Background: an optimization exercise with open tools, aiming at small area, a short achievable clock period and few clock cycles. Do not read the settings as production practice. Function was checked by simulation only, so behaviour that the tests miss may differ from the original. Power and IR drop assume default switching activity.

v40:
## mycpu_top
module mycpu_top(
    input  wire        clk,
    input  wire        resetn,
    output wire        inst_sram_en,
    output wire [ 3:0] inst_sram_wen,
    output wire [31:0] inst_sram_addr,
    output wire [31:0] inst_sram_wdata,
    input  wire [31:0] inst_sram_rdata,
    output wire        data_sram_en,
    output wire [ 3:0] data_sram_wen,
    output wire [31:0] data_sram_addr,
    output wire [31:0] data_sram_wdata,
    input  wire [31:0] data_sram_rdata,
    output wire [31:0] debug_wb_pc,
    output wire [ 3:0] debug_wb_rf_wen,
    output wire [ 4:0] debug_wb_rf_wnum,
    output wire [31:0] debug_wb_rf_wdata
);
For scale: roughly 1,600 flip-flops, about 88,000 sq um of cells after synthesis.
export LEC_CHECK = 0
export CAP_MARGIN = 10
export CORE_MARGIN = 2
export CORE_UTILIZATION = 45
export CTS_CLUSTER_DIAMETER = 100
export CTS_CLUSTER_SIZE = 18
export SLEW_MARGIN = 10
create_clock -name core_clock -period 11.0 [get_ports {clk}]
standard.sh (not shown) runs the stock make flow with config.mk's settings and CLKGATE_MAP_FILE= SYNTH_SCRIPT=/design/flow/synth_recipe.tcl, a recipe that flattens the netlist after the stock synthesis.
==> flow/flow/run.sh <==
#!/bin/bash
# The standard layout (standard.sh), with two knobs changed:
#  - port buffers are buf_4 cells instead of the default delay-cell buffers
set -euo pipefail
bash standard.sh "BUFFER_PORTS_ARGS=-buffer_cell sky130_fd_sc_hd__buf_4" \
    SETUP_SLACK_MARGIN=6.8 finish > make_finish.log 2>&1
Testbench counts of v40, summed over its fixed seeds: cycles 39,777.
[inputs] v56 vs v40
# v40
export LEC_CHECK = 0
export CAP_MARGIN = 10
export CORE_MARGIN = 2
export CORE_UTILIZATION = 45
export CTS_CLUSTER_DIAMETER = 100
export CTS_CLUSTER_SIZE = 18
export SLEW_MARGIN = 10
create_clock -name core_clock -period 11.0 [get_ports {clk}]
# v56
export LEC_CHECK = 0
export CAP_MARGIN = 10
export CORE_MARGIN = 2
export CORE_UTILIZATION = 40
export CTS_CLUSTER_DIAMETER = 100
export CTS_CLUSTER_SIZE = 18
export SLEW_MARGIN = 10
create_clock -name core_clock -period 11.0 [get_ports {clk}]
==> flow/flow/run.sh <==
#!/bin/bash
# The standard layout (standard.sh), with two knobs changed:
#  - port buffers are buf_8 cells instead of the default delay-cell buffers
set -euo pipefail
bash standard.sh "BUFFER_PORTS_ARGS=-buffer_cell sky130_fd_sc_hd__buf_8" \
    SETUP_SLACK_MARGIN=6.8 finish > make_finish.log 2>&1
==> comparison <==
Compare v40 and v56 | highest ir drop seen on vdd higher: v40
Looking at destination of the critical timing path, the ex_sd[27] result is from v40; the ex_b[6] one comes from v56.
Sort v40 and v56 by fraction of met2 tracks used by global routing asc -> top: v56
Relative to v40, initial core utilization decreased by 5.1 points in v56.
Relative to v56, the following input files were edited for v32:
# v56
export LEC_CHECK = 0
export CAP_MARGIN = 10
export CORE_MARGIN = 2
export CORE_UTILIZATION = 40
export CTS_CLUSTER_DIAMETER = 100
export CTS_CLUSTER_SIZE = 18
export SLEW_MARGIN = 10
create_clock -name core_clock -period 11.0 [get_ports {clk}]
# v32
export LEC_CHECK = 0
export CAP_MARGIN = 10
export CORE_MARGIN = 2
export CORE_UTILIZATION = 40
export CTS_CLUSTER_DIAMETER = 80
export CTS_CLUSTER_SIZE = 22
export SLEW_MARGIN = 10
create_clock -name core_clock -period 11.0 [get_ports {clk}]
[summary]
- No stage failed in v56, and the final checks on the layout all came back clean.
- v32 reached the final stage; the timing, DRC and antenna checks on its layout passed.
- For number of antenna violations at the first check in global routing, dividing the value from v56 by the value from v32 gives 1.3.
- On routed wire length, v32 and v56 are neck and neck.
- Looking only at non-clock buffer instance count of the final layout, and setting everything else aside, the higher value of v32 and v56 goes to v32.
- Diff v32..v56 | via count | negligible
- The run showing the smaller global-route track usage on met1 is v32.
- v32 ends up with a detailed-router iteration count before antenna repair that is 2 higher than in v56.
- Relative to v56, total power has gone up in v32.
- Final cell area: v32 above v56
- Relative to v56, the post-CTS setup buffer count of v32 is higher by about 8%.
--- input diff v32..v19 ---
# v32
export LEC_CHECK = 0
export CAP_MARGIN = 10
export CORE_MARGIN = 2
export CORE_UTILIZATION = 40
export CTS_CLUSTER_DIAMETER = 80
export CTS_CLUSTER_SIZE = 22
export SLEW_MARGIN = 10
create_clock -name core_clock -period 11.0 [get_ports {clk}]
# v19
export LEC_CHECK = 0
export CAP_MARGIN = 10
export CORE_MARGIN = 2
export CORE_UTILIZATION = 45
export CTS_CLUSTER_DIAMETER = 100
export CTS_CLUSTER_SIZE = 18
export SLEW_MARGIN = 10
create_clock -name core_clock -period 11.0 [get_ports {clk}]
==> flow/flow/run.sh <==
#!/bin/bash
# The standard layout (standard.sh), with two knobs changed:
#  - port buffers are buf_4 cells instead of the default delay-cell buffers
set -euo pipefail
bash standard.sh "BUFFER_PORTS_ARGS=-buffer_cell sky130_fd_sc_hd__buf_4" \
    SETUP_SLACK_MARGIN=6.9 finish > make_finish.log 2>&1
Findings:
- Looking at sum of routed wire length over all layers, v19 sits above v32.
- Taking v32 as the reference point, the number of gates given a new drive strength after cts of v19 rises by about 40%.
- v32 vs v19, dominant kind of cell by area: flip-flops and latches vs multi-input gates
- v19 vs v32, library cell contributing the largest single delay on the critical path: sky130_fd_sc_hd__a222oi_1 vs sky130_fd_sc_hd__o211ai_1
- v32 → v19: number of buffers outside the clock class in the layout moved up; number of flip-flops and latches comparable; number of buffers created by CTS -0.96%.
- v19 -> v32: final hold slack flat
- Maximum fanout along the worst path ends up higher on v32.
- v32 went all the way through the flow, and no timing, DRC or antenna check failed.
- Final checks on v19, whose flow otherwise completed, came back failing, citing max-slew violations.
What v53 does differently from v19 at the input level:
# v19
export LEC_CHECK = 0
export CAP_MARGIN = 10
export CORE_MARGIN = 2
export CORE_UTILIZATION = 45
export CTS_CLUSTER_DIAMETER = 100
export CTS_CLUSTER_SIZE = 18
export SLEW_MARGIN = 10
create_clock -name core_clock -period 11.0 [get_ports {clk}]
# v53
export LEC_CHECK = 0
export CAP_MARGIN = 10
export CORE_MARGIN = 2
export CORE_UTILIZATION = 40
export SLEW_MARGIN = 10
export TNS_END_PERCENT = 20
create_clock -name core_clock -period 11.0 [get_ports {clk}]
==> flow/flow/run.sh <==
#!/bin/bash
# The standard layout (standard.sh), with two knobs changed:
#  - port buffers are buf_8 cells instead of the default delay-cell buffers
set -euo pipefail
bash standard.sh "BUFFER_PORTS_ARGS=-buffer_cell sky130_fd_sc_hd__buf_8" \
    SETUP_SLACK_MARGIN=6.8 finish > make_finish.log 2>&1
--- outcome ---
v53 was carried through to the last stage, and its layout satisfied the timing, DRC and antenna checks.
v53 vs v19 — power climbed by a little under 10%
v53: clock network fraction of design power higher than v19
Relative to v19, number of buffers added by the clock tree synthesis step has increased by about 64% in v53.

* * *

== trial 16 ==
Starting RTL as in the previous note.
Settings: LEC_CHECK=0, CAP_MARGIN=10, CORE_MARGIN=2, CORE_UTILIZATION=50, CTS_CLUSTER_DIAMETER=100, CTS_CLUSTER_SIZE=18, SLEW_MARGIN=10; clock period 11.0 ns.
==> flow/flow/run.sh <==
#!/bin/bash
# The standard layout (standard.sh), with two knobs changed:
#  - port buffers are buf_4 cells instead of the default delay-cell buffers
set -euo pipefail
bash standard.sh "BUFFER_PORTS_ARGS=-buffer_cell sky130_fd_sc_hd__buf_4" \
    SETUP_SLACK_MARGIN=6.8 finish > make_finish.log 2>&1
Trial 16 was carried through to the last stage, and its layout satisfied the timing, DRC and antenna checks.
Testbench counts of trial 16, summed over its fixed seeds: cycles 39,777.
For trial 75, these inputs were changed with respect to trial 16:
-- flow/config.mk --
<<< trial 16, line 10
export CORE_UTILIZATION = 50
>>> trial 75, line 10
export CORE_UTILIZATION = 40
Notes after the runs:
NOTE: non-clock buffer count in trial 75 falls short of that of trial 16
Compared with trial 16, the router placed fewer vias in trial 75.
Critical path's slowest cell: a211oi_1 -> trial 75, nand4_1 -> trial 16
Compared to trial 16, trial 75 has layout-stage area growth over the synthesis result 0.61 points higher.

* * *

mycpu_top, a different RTL version from the one above (not shown whole).
For scale: ~1,600 flip-flops, roughly 89,000 sq um of cells after synthesis.
// mycpu_top
module mycpu_top(
    input  wire        clk,
    input  wire        resetn,
    output wire        inst_sram_en,
    output wire [ 3:0] inst_sram_wen,
    output wire [31:0] inst_sram_addr,
    output wire [31:0] inst_sram_wdata,
    input  wire [31:0] inst_sram_rdata,
    output wire        data_sram_en,
    output wire [ 3:0] data_sram_wen,
    output wire [31:0] data_sram_addr,
    output wire [31:0] data_sram_wdata,
    input  wire [31:0] data_sram_rdata,
    output wire [31:0] debug_wb_pc,
    output wire [ 3:0] debug_wb_rf_wen,
    output wire [ 4:0] debug_wb_rf_wnum,
    output wire [31:0] debug_wb_rf_wdata
);
Settings: LEC_CHECK=0, CAP_MARGIN=20, CORE_MARGIN=2, CORE_UTILIZATION=40, SLEW_MARGIN=20; clock period 11.0 ns.
==> flow/flow/run.sh <==
#!/bin/bash
# The standard layout (standard.sh), with two knobs changed:
#  - port buffers are buf_8 cells instead of the default delay-cell buffers
set -euo pipefail
bash standard.sh "BUFFER_PORTS_ARGS=-buffer_cell sky130_fd_sc_hd__buf_8" \
    SETUP_SLACK_MARGIN=7.0 finish > make_finish.log 2>&1
Testbench counts at the start, summed over its fixed seeds: cycles 39,777.
Rerun with:
--- a/flow/flow/run.sh
+++ b/flow/flow/run.sh
@@ -4,3 +4,3 @@
 set -euo pipefail
 bash standard.sh "BUFFER_PORTS_ARGS=-buffer_cell sky130_fd_sc_hd__buf_8" \
-    SETUP_SLACK_MARGIN=7.0 finish > make_finish.log 2>&1
+    SETUP_SLACK_MARGIN=6.5 finish > make_finish.log 2>&1
Effect: Global-route usage drops by 1.9 points. Core utilization came out lower by 2.9 points. Wire length came out lower by about 6%. Count of clock-buffer cells in the layout came out lower by 13.

[static timing again, ports no longer ideal]
How much do the figures lean on ideal ports? The routed layouts below were timed once more, with nothing changed but the port constraints.
Step 1 sets driving cells, clkbuf_16 on the clock port and buf_2 on the other inputs (assumed; they add their load-dependent delay and slew).
Step 2 moves the port delays by t, midway between the first and last clock arrival at a register: inputs arrive t later, outputs are due t later. That takes back most of the time a late clock gives input paths.
Slacks: no drivers / after step 1 / after step 2; pairs: no drivers / after step 1.
run	t, ns	slack for setup (ns)	clock arrival spread, ns
v40	0.893	6.583 / 6.457 / 5.564	0.073 / 0.074
v56	0.897	6.528 / 6.264 / 5.367	0.108 / 0.108
v32	0.907	6.571 / 6.420 / 5.513	0.148 / 0.148
v19	0.899	6.594 / 6.439 / 5.540	0.085 / 0.086
v53	0.931	6.503 / 6.330 / 5.399	0.092 / 0.091
trial 16	0.883	6.552 / 6.499 / 5.616	0.091 / 0.091
trial 75	0.888	6.527 / 6.363 / 5.474	0.109 / 0.109
the first run of note 3	0.953	6.694 / 6.583 / 5.630	0.085 / 0.085
the second run of note 3	0.939	6.441 / 6.441 / 5.584	0.087 / 0.088
The setup slack of v56, which loses most, moves by -0.264 ns with the drivers and by -1.161 ns with both steps.
